What follows belongs to an exercise in optimizing a design on an open flow for small area and a short achievable clock period; a production flow would make more cautious choices. The RTL was checked by simulation tests, not by an equivalence proof against the original design. Power and IR drop assume default switching activity.

Setup of lane 1:
Design pim_system_top, start of the top module:
module pim_system_top (
    input clk, input rst_n, input req_valid, output req_ready, input [31:0] req_addr,
    output resp_valid, input resp_ready, output [63:0] resp_data,
    output [31:0] act_count, rd_count, pre_count, skip_count, pim_ops_count, pim_cycle_count
);
    localparam [63:0] MAC_RESULT = 64'd2992;
    reg s_idle, s_d1, s_act, s_rd, s_pim, s_resp, rdy;
    reg pim_start, resp_nz;
    reg [11:0] meta_index;
    reg [31:0] act_c, rd_c, pre_c, skip_c;
    reg busy, done; reg [3:0] idx;
    reg [12:0] open_row [0:7]; reg [7:0] row_open;
    reg hit_open; reg [12:0] row_diff;
    reg [15:0] rom_s;
    reg [3:0] pd54, pd32;
    reg [1:0] flag_v;
    reg meta_mem [0:4095];
    initial begin $readmemh("meta.hex", meta_mem); end
    wire [4095:0] mbits;
    genvar gi, gk, gh, ga;
    generate
        for (gi = 0; gi < 4096; gi = gi + 1) begin : g_bits
            assign mbits[gi] = meta_mem[gi];
        end
        for (gk = 0; gk < 16; gk = gk + 1) begin : g_k
            wire [3:0] t;
            for (gh = 0; gh < 4; gh = gh + 1) begin : g_h
                wire [3:0] s;
                for (ga = 0; ga < 4; ga = ga + 1) begin : g_a
                    wire [15:0] q = mbits[gk*256 + gh*64 + ga*16 +: 16];
                    wire [3:0] leaf = {q[12 + meta_index[1:0]], q[8 + meta_index[1:0]],
                                       q[4 + meta_index[1:0]], q[meta_index[1:0]]};
  ...
Size in the first run: ~1600 cells after synthesis, about 310 flip-flops.
==> module pim_system_top, before the edit <==
module pim_system_top (
    input clk, input rst_n, input req_valid, output req_ready, input [31:0] req_addr,
    output resp_valid, input resp_ready, output [63:0] resp_data,
    output [31:0] act_count, rd_count, pre_count, skip_count, pim_ops_count, pim_cycle_count
);
    localparam [63:0] MAC_RESULT = 64'd2992;
    reg s_idle, s_d1, s_act, s_rd, s_pim, s_resp, rdy;
    reg pim_start, resp_nz;
    reg [11:0] meta_index;
    reg [31:0] act_c, rd_c, pre_c, skip_c;
    reg busy, done; reg [3:0] idx;
    reg [12:0] open_row [0:7]; reg [7:0] row_open;
    reg hit_open; reg [12:0] row_diff;
    reg [15:0] rom_s;
    reg [3:0] pd54, pd32;
    reg [1:0] flag_v;
    reg meta_mem [0:4095];
    initial begin $readmemh("meta.hex", meta_mem); end
    wire [4095:0] mbits;
    genvar gi, gk, gh, ga;
    generate
        for (gi = 0; gi < 4096; gi = gi + 1) begin : g_bits
            assign mbits[gi] = meta_mem[gi];
        end
        for (gk = 0; gk < 16; gk = gk + 1) begin : g_k
            wire [3:0] t;
            for (gh = 0; gh < 4; gh = gh + 1) begin : g_h
                wire [3:0] s;
                for (ga = 0; ga < 4; ga = ga + 1) begin : g_a
                    wire [15:0] q = mbits[gk*256 + gh*64 + ga*16 +: 16];
                    wire [3:0] leaf = {q[12 + meta_index[1:0]], q[8 + meta_index[1:0]],
                                       q[4 + meta_index[1:0]], q[meta_index[1:0]]};
                    assign s[ga] = |(pd32 & leaf);
                end
                assign t[gh] = |(pd54 & s);
            end
            always @(posedge clk) rom_s[gk] <= t[meta_index[7:6]];
        end
    endgenerate
    wire [2:0] bank = req_addr[12:10];
    wire [12:0] row = req_addr[25:13];
    wire flag   = flag_v[1] ? rom_s[meta_index[11:8]] : meta_mem[0];
    wire accept = req_valid & rdy;
    wire take_skip  = accept & flag;
    wire take_dense = accept & ~flag;
    wire pim_fin = s_pim & done;
    wire hit_eq  = ~|row_diff;
    always @(posedge clk or negedge rst_n) begin
        if (!rst_n) begin
            s_idle <= 1; s_d1 <= 0; s_act <= 0; s_rd <= 0; s_pim <= 0; s_resp <= 0; rdy <= 1;
            pim_start <= 0; resp_nz <= 0; flag_v <= 0; meta_index <= 0;
            act_c <= 0; rd_c <= 0; pre_c <= 0; skip_c <= 0;
            busy <= 0; done <= 0; idx <= 0; row_open <= 0;
        end else begin
            rdy    <= s_idle & ~accept;
            s_idle <= (s_idle & ~accept) | (s_resp & resp_ready);
            s_resp <= take_skip | pim_fin | (s_resp & ~resp_ready);
            s_d1   <= take_dense;
            s_act  <= s_d1 & hit_open & ~hit_eq;
            s_rd   <= s_act | (s_d1 & ~hit_open);
            s_pim  <= s_rd | (s_d1 & hit_open & hit_eq) | (s_pim & ~done);
            pim_start <= s_pim;
            if (take_skip) resp_nz <= 0; else if (pim_fin) resp_nz <= 1;
            if (take_skip | pim_fin) meta_index <= meta_index + 1;
            flag_v <= {flag_v[0], 1'b1};
            if (take_skip) skip_c <= skip_c + 1;
            if (s_d1 & hit_open & ~hit_eq) pre_c <= pre_c + 1;
            if (s_act | (s_d1 & ~hit_open)) act_c <= act_c + 1;
            if (s_rd | (s_d1 & hit_open & hit_eq)) rd_c <= rd_c + 1;
            if (take_dense) row_open[bank] <= 1'b1;
            done <= busy & (idx == 4'd15);
            idx  <= idx + busy;
            busy <= busy ? (idx != 4'd15) : pim_start;
        end
    end
    always @(posedge clk) begin
        pd54 <= 4'b0001 << meta_index[5:4];
        pd32 <= 4'b0001 << meta_index[3:2];
        hit_open <= row_open[bank];
        row_diff <= open_row[bank] ^ row;
        if (take_dense) open_row[bank] <= row;
    end
    assign req_ready = rdy;
    assign resp_valid = s_resp;
    assign resp_data = resp_nz ? MAC_RESULT : 64'd0;
    assign act_count = act_c;
    assign pre_count = pre_c;
    assign skip_count = skip_c;
    assign rd_count = rd_c;
    assign pim_ops_count = rd_c;
    assign pim_cycle_count = {rd_c[27:0], 4'd0};
endmodule
==> flow/config.mk <==
export PLATFORM = sky130hd
export DESIGN_NAME = pim_system_top
export DESIGN_NICKNAME = pim_system_top
export VERILOG_FILES = /design/flow/design.v
export SDC_FILE = /design/flow/constraint.sdc
export NUM_CORES = 4
export LEC_CHECK = 0
export CAP_MARGIN = 20
export CORE_MARGIN = 2
export CORE_UTILIZATION = 45
export CTS_BUF_LIST = sky130_fd_sc_hd__clkbuf_8
export CTS_CLUSTER_DIAMETER = 60
export CTS_CLUSTER_SIZE = 16
export SLEW_MARGIN = 20
export SYNTH_MEMORY_MAX_BITS = 32768
==> flow/constraint.sdc <==
create_clock -name core_clock -period 8.0 [get_ports {clk}]
set_input_delay 1.6000 -clock core_clock [delete_from_list [all_inputs] [get_ports {clk}]]
set_output_delay 1.6000 -clock core_clock [all_outputs]
set_load 0.01 [all_outputs]
standard.sh (not shown) runs the stock make flow with config.mk's settings and CLKGATE_MAP_FILE= SYNTH_SCRIPT=/design/flow/synth_recipe.tcl, a recipe that flattens the netlist after the stock synthesis.
==> flow/flow/run.sh <==
#!/bin/bash
# Own layout flow: the standard ORFS flow with these changes:
#  * synthesis maps logic with an area-oriented ABC script (flow/abc.script)
#    and without ORFS's half/full-adder extraction (ADDER_MAP_FILE empty), so
#    ABC sees the whole logic; registers, flattening and names are unchanged;
#  * ports are buffered with buf_2 instead of ORFS's default choice;
#  * constant outputs share tie cells (SKIP_REPAIR_TIE_FANOUT);
#  * timing repair aims for 5.05 ns of setup slack (SETUP_SLACK_MARGIN).
# Each step's full output goes to its own log in this folder.
set -euo pipefail
W=$(pwd)
SD="$W/scripts_abc"
rm -rf "$SD"
cp -r "$FLOW_HOME/scripts" "$SD"
cp "$W/flow/abc.script" "$SD/abc_area.script"
export ADDER_MAP_FILE=
export BUFFER_PORTS_ARGS="-buffer_cell sky130_fd_sc_hd__buf_2"
export SKIP_REPAIR_TIE_FANOUT=1
export SETUP_SLACK_MARGIN=5.05
SCRIPTS_DIR="$SD" ABC_AREA=1 bash standard.sh synth > "$W/log_synth.txt" 2>&1
bash standard.sh finish > "$W/log_layout.txt" 2>&1
==> flow/flow/abc.script <==
&get -n
&st
&dch
&nf -a -R 1000
&put
> inputs changed (lane 1 -> lane 2)
diff --git a/flow/design.v b/flow/design.v
--- a/flow/design.v
+++ b/flow/design.v
@@ -13,5 +13,5 @@
     reg [12:0] open_row [0:7]; reg [7:0] row_open;
     reg hit_open; reg [12:0] row_diff;
-    reg [15:0] rom_s;
+    reg [31:0] rom_s;
     reg [3:0] pd54, pd32;
     reg [1:0] flag_v;
@@ -24,10 +24,10 @@
             assign mbits[gi] = meta_mem[gi];
         end
-        for (gk = 0; gk < 16; gk = gk + 1) begin : g_k
-            wire [3:0] t;
-            for (gh = 0; gh < 4; gh = gh + 1) begin : g_h
+        for (gk = 0; gk < 32; gk = gk + 1) begin : g_k
+            wire [1:0] t;
+            for (gh = 0; gh < 2; gh = gh + 1) begin : g_h
                 wire [3:0] s;
                 for (ga = 0; ga < 4; ga = ga + 1) begin : g_a
-                    wire [15:0] q = mbits[gk*256 + gh*64 + ga*16 +: 16];
+                    wire [15:0] q = mbits[gk*128 + gh*64 + ga*16 +: 16];
                     wire [3:0] leaf = {q[12 + meta_index[1:0]], q[8 + meta_index[1:0]],
                                        q[4 + meta_index[1:0]], q[meta_index[1:0]]};
@@ -36,10 +36,10 @@
                 assign t[gh] = |(pd54 & s);
             end
-            always @(posedge clk) rom_s[gk] <= t[meta_index[7:6]];
+            always @(posedge clk) rom_s[gk] <= meta_index[6] ? t[1] : t[0];
         end
     endgenerate
     wire [2:0] bank = req_addr[12:10];
     wire [12:0] row = req_addr[25:13];
-    wire flag   = flag_v[1] ? rom_s[meta_index[11:8]] : meta_mem[0];
+    wire flag   = flag_v[1] ? rom_s[meta_index[11:7]] : meta_mem[0];
     wire accept = req_valid & rdy;
     wire take_skip  = accept & flag;
[summary]
Status | lane 1 and lane 2 | clean
Die area (lower): lane 1
Lane 2 ends up with a number of buffers inserted during clock tree synthesis that is 3 higher than in lane 1.
Lane 2 vs lane 1: async set or reset register ratio after synthesis down in lane 2
Looking at lane 1 and lane 2, the clock insertion delay at the later pin of the skew report is a wash.
For power, dividing the value from lane 1 by the value from lane 2 gives 0.78.

========
RTL: one of the versions met above, not the one the previous note started from.
Size in the first run: roughly 1,600 cells after synthesis, ~320 flip-flops.
==> module pim_system_top, before the edit <==
module pim_system_top (
    input clk, input rst_n, input req_valid, output req_ready, input [31:0] req_addr,
    output resp_valid, input resp_ready, output [63:0] resp_data,
    output [31:0] act_count, rd_count, pre_count, skip_count, pim_ops_count, pim_cycle_count
);
    localparam [63:0] MAC_RESULT = 64'd2992;
    reg s_idle, s_d1, s_act, s_rd, s_pim, s_resp, rdy;
    reg pim_start, resp_nz;
    reg [11:0] meta_index;
    reg [31:0] act_c, rd_c, pre_c, skip_c;
    reg busy, done; reg [3:0] idx;
    reg [12:0] open_row [0:7]; reg [7:0] row_open;
    reg hit_open; reg [12:0] row_diff;
    reg [31:0] rom_s;
    reg [3:0] pd54, pd32;
    reg [1:0] flag_v;
    reg meta_mem [0:4095];
    initial begin $readmemh("meta.hex", meta_mem); end
    wire [4095:0] mbits;
    genvar gi, gk, gh, ga;
    generate
        for (gi = 0; gi < 4096; gi = gi + 1) begin : g_bits
            assign mbits[gi] = meta_mem[gi];
        end
        for (gk = 0; gk < 32; gk = gk + 1) begin : g_k
            wire [1:0] t;
            for (gh = 0; gh < 2; gh = gh + 1) begin : g_h
                wire [3:0] s;
                for (ga = 0; ga < 4; ga = ga + 1) begin : g_a
                    wire [15:0] q = mbits[gk*128 + gh*64 + ga*16 +: 16];
                    wire [3:0] leaf = {q[12 + meta_index[1:0]], q[8 + meta_index[1:0]],
                                       q[4 + meta_index[1:0]], q[meta_index[1:0]]};
                    assign s[ga] = |(pd32 & leaf);
                end
                assign t[gh] = |(pd54 & s);
            end
            always @(posedge clk) rom_s[gk] <= meta_index[6] ? t[1] : t[0];
        end
    endgenerate
    wire [2:0] bank = req_addr[12:10];
    wire [12:0] row = req_addr[25:13];
    wire flag   = flag_v[1] ? rom_s[meta_index[11:7]] : meta_mem[0];
    wire accept = req_valid & rdy;
    wire take_skip  = accept & flag;
    wire take_dense = accept & ~flag;
    wire pim_fin = s_pim & done;
    wire hit_eq  = ~|row_diff;
    always @(posedge clk or negedge rst_n) begin
        if (!rst_n) begin
            s_idle <= 1; s_d1 <= 0; s_act <= 0; s_rd <= 0; s_pim <= 0; s_resp <= 0; rdy <= 1;
            pim_start <= 0; resp_nz <= 0; flag_v <= 0; meta_index <= 0;
            act_c <= 0; rd_c <= 0; pre_c <= 0; skip_c <= 0;
            busy <= 0; done <= 0; idx <= 0; row_open <= 0;
        end else begin
            rdy    <= s_idle & ~accept;
            s_idle <= (s_idle & ~accept) | (s_resp & resp_ready);
            s_resp <= take_skip | pim_fin | (s_resp & ~resp_ready);
            s_d1   <= take_dense;
            s_act  <= s_d1 & hit_open & ~hit_eq;
            s_rd   <= s_act | (s_d1 & ~hit_open);
            s_pim  <= s_rd | (s_d1 & hit_open & hit_eq) | (s_pim & ~done);
            pim_start <= s_pim;
            if (take_skip) resp_nz <= 0; else if (pim_fin) resp_nz <= 1;
            if (take_skip | pim_fin) meta_index <= meta_index + 1;
            flag_v <= {flag_v[0], 1'b1};
            if (take_skip) skip_c <= skip_c + 1;
            if (s_d1 & hit_open & ~hit_eq) pre_c <= pre_c + 1;
            if (s_act | (s_d1 & ~hit_open)) act_c <= act_c + 1;
            if (s_rd | (s_d1 & hit_open & hit_eq)) rd_c <= rd_c + 1;
            if (take_dense) row_open[bank] <= 1'b1;
            done <= busy & (idx == 4'd15);
            idx  <= idx + busy;
            busy <= busy ? (idx != 4'd15) : pim_start;
        end
    end
    always @(posedge clk) begin
        pd54 <= 4'b0001 << meta_index[5:4];
        pd32 <= 4'b0001 << meta_index[3:2];
        hit_open <= row_open[bank];
        row_diff <= open_row[bank] ^ row;
        if (take_dense) open_row[bank] <= row;
    end
    assign req_ready = rdy;
    assign resp_valid = s_resp;
    assign resp_data = resp_nz ? MAC_RESULT : 64'd0;
    assign act_count = act_c;
    assign pre_count = pre_c;
    assign skip_count = skip_c;
    assign rd_count = rd_c;
    assign pim_ops_count = rd_c;
    assign pim_cycle_count = {rd_c[27:0], 4'd0};
endmodule
Settings: LEC_CHECK=0, CAP_MARGIN=20, CORE_MARGIN=2, CORE_UTILIZATION=45, CTS_BUF_LIST=sky130_fd_sc_hd__clkbuf_8, CTS_CLUSTER_DIAMETER=60, CTS_CLUSTER_SIZE=16, SETUP_SLACK_MARGIN=5, SLEW_MARGIN=20, SYNTH_MEMORY_MAX_BITS=32768; clock period 8.0 ns.
==> flow/flow/run.sh <==
#!/bin/bash
# Own layout flow: the standard ORFS flow with these changes:
#  * synthesis maps logic with an area-oriented ABC script (flow/abc.script)
#    and without ORFS's half/full-adder extraction (ADDER_MAP_FILE empty), so
#    ABC sees the whole logic; registers, flattening and names are unchanged;
#  * ports are buffered with buf_2 instead of ORFS's default choice;
#  * constant outputs share tie cells (SKIP_REPAIR_TIE_FANOUT).
# Each step's full output goes to its own log in this folder.
set -euo pipefail
W=$(pwd)
SD="$W/scripts_abc"
rm -rf "$SD"
cp -r "$FLOW_HOME/scripts" "$SD"
cp "$W/flow/abc.script" "$SD/abc_area.script"
export ADDER_MAP_FILE=
export BUFFER_PORTS_ARGS="-buffer_cell sky130_fd_sc_hd__buf_2"
export SKIP_REPAIR_TIE_FANOUT=1
SCRIPTS_DIR="$SD" ABC_AREA=1 bash standard.sh synth > "$W/log_synth.txt" 2>&1
bash standard.sh finish > "$W/log_layout.txt" 2>&1
Scripts as last shown in full above: flow/flow/abc.script
==> next run, changes <==
--- a/flow/design.v
+++ b/flow/design.v
@@ -9,41 +9,21 @@
     reg pim_start, resp_nz;
     reg [11:0] meta_index;
     reg [31:0] act_c, rd_c, pre_c, skip_c;
     reg busy, done; reg [3:0] idx;
     reg [12:0] open_row [0:7]; reg [7:0] row_open;
     reg hit_open; reg [12:0] row_diff;
-    reg [31:0] rom_s;
-    reg [3:0] pd54, pd32;
-    reg [1:0] flag_v;
+    localparam LO = 7;
+    reg [(1<<(12-LO))-1:0] rom_s;
+    reg flag_r; reg [1:0] flag_v;
     reg meta_mem [0:4095];
+    integer k;
     initial begin $readmemh("meta.hex", meta_mem); end
-    wire [4095:0] mbits;
-    genvar gi, gk, gh, ga;
-    generate
-        for (gi = 0; gi < 4096; gi = gi + 1) begin : g_bits
-            assign mbits[gi] = meta_mem[gi];
-        end
-        for (gk = 0; gk < 32; gk = gk + 1) begin : g_k
-            wire [1:0] t;
-            for (gh = 0; gh < 2; gh = gh + 1) begin : g_h
-                wire [3:0] s;
-                for (ga = 0; ga < 4; ga = ga + 1) begin : g_a
-                    wire [15:0] q = mbits[gk*128 + gh*64 + ga*16 +: 16];
-                    wire [3:0] leaf = {q[12 + meta_index[1:0]], q[8 + meta_index[1:0]],
-                                       q[4 + meta_index[1:0]], q[meta_index[1:0]]};
-                    assign s[ga] = |(pd32 & leaf);
-                end
-                assign t[gh] = |(pd54 & s);
-            end
-            always @(posedge clk) rom_s[gk] <= meta_index[6] ? t[1] : t[0];
-        end
-    endgenerate
     wire [2:0] bank = req_addr[12:10];
     wire [12:0] row = req_addr[25:13];
-    wire flag   = flag_v[1] ? rom_s[meta_index[11:7]] : meta_mem[0];
+    wire flag   = flag_v[1] ? flag_r : meta_mem[0];
     wire accept = req_valid & rdy;
     wire take_skip  = accept & flag;
     wire take_dense = accept & ~flag;
     wire pim_fin = s_pim & done;
     wire hit_eq  = ~|row_diff;
     always @(posedge clk or negedge rst_n) begin
@@ -72,14 +52,15 @@
             done <= busy & (idx == 4'd15);
             idx  <= idx + busy;
             busy <= busy ? (idx != 4'd15) : pim_start;
         end
     end
     always @(posedge clk) begin
-        pd54 <= 4'b0001 << meta_index[5:4];
-        pd32 <= 4'b0001 << meta_index[3:2];
+        for (k = 0; k < (1<<(12-LO)); k = k + 1)
+            rom_s[k] <= meta_mem[{k[11-LO:0], meta_index[LO-1:0]}];
+        flag_r   <= rom_s[meta_index[11:LO]];
         hit_open <= row_open[bank];
         row_diff <= open_row[bank] ^ row;
         if (take_dense) open_row[bank] <= row;
     end
     assign req_ready = rdy;
     assign resp_valid = s_resp;
Area after synthesis falls by 0.48%. Worst setup slack improved by 0.037 ns. Total power falls by 2.6%. Wire length rises by 7.1%. Non-clock buffer count falls by 9. Sequential cell count falls by 7. Synthesized cell count rises by 8.1%. Cell area falls by 1.7%. Via count rises by 3.0%. Fmax rises by 1.2%.

-- port drivers added, routing unchanged --
In the flow no input, the clock included, has a driving cell. The finished layouts below were timed again as built, in two steps.
Step 1, drivers: a clkbuf_16 drives clk and a buf_2 each remaining input, both assumed.
Step 2, shift: input delay + t, output delay - t, t = (earliest + latest rising clock arrival at the registers) / 2. This alone moves slack from input paths to output paths.
Slacks: no drivers / after step 1 / after step 2; pairs: no drivers / after step 1.
run	shift t [ns]	setup slack, ns	worst hold slack (ns)	slew at the worst register clock pin (ns)	cell pins on the clock port's net
lane 1	0.625	5.102 / 5.074 / 4.562	0.351 / 0.351 / 0.351	0.11 / 0.11	1
lane 2	0.631	5.106 / 5.062 / 4.644	0.364 / 0.364 / 0.364	0.10 / 0.10	1
the first run of note 2	0.621	4.882 / 4.882 / 4.534	0.357 / 0.357 / 0.357	0.11 / 0.11	1
the second run of note 2	0.627	4.919 / 4.919 / 4.466	0.356 / 0.356 / 0.356	0.10 / 0.10	1
After both steps setup and hold are still met in every run listed. For lane 1, which loses most, drivers alone change the setup slack by -0.028 ns; drivers and shift together by -0.540 ns.
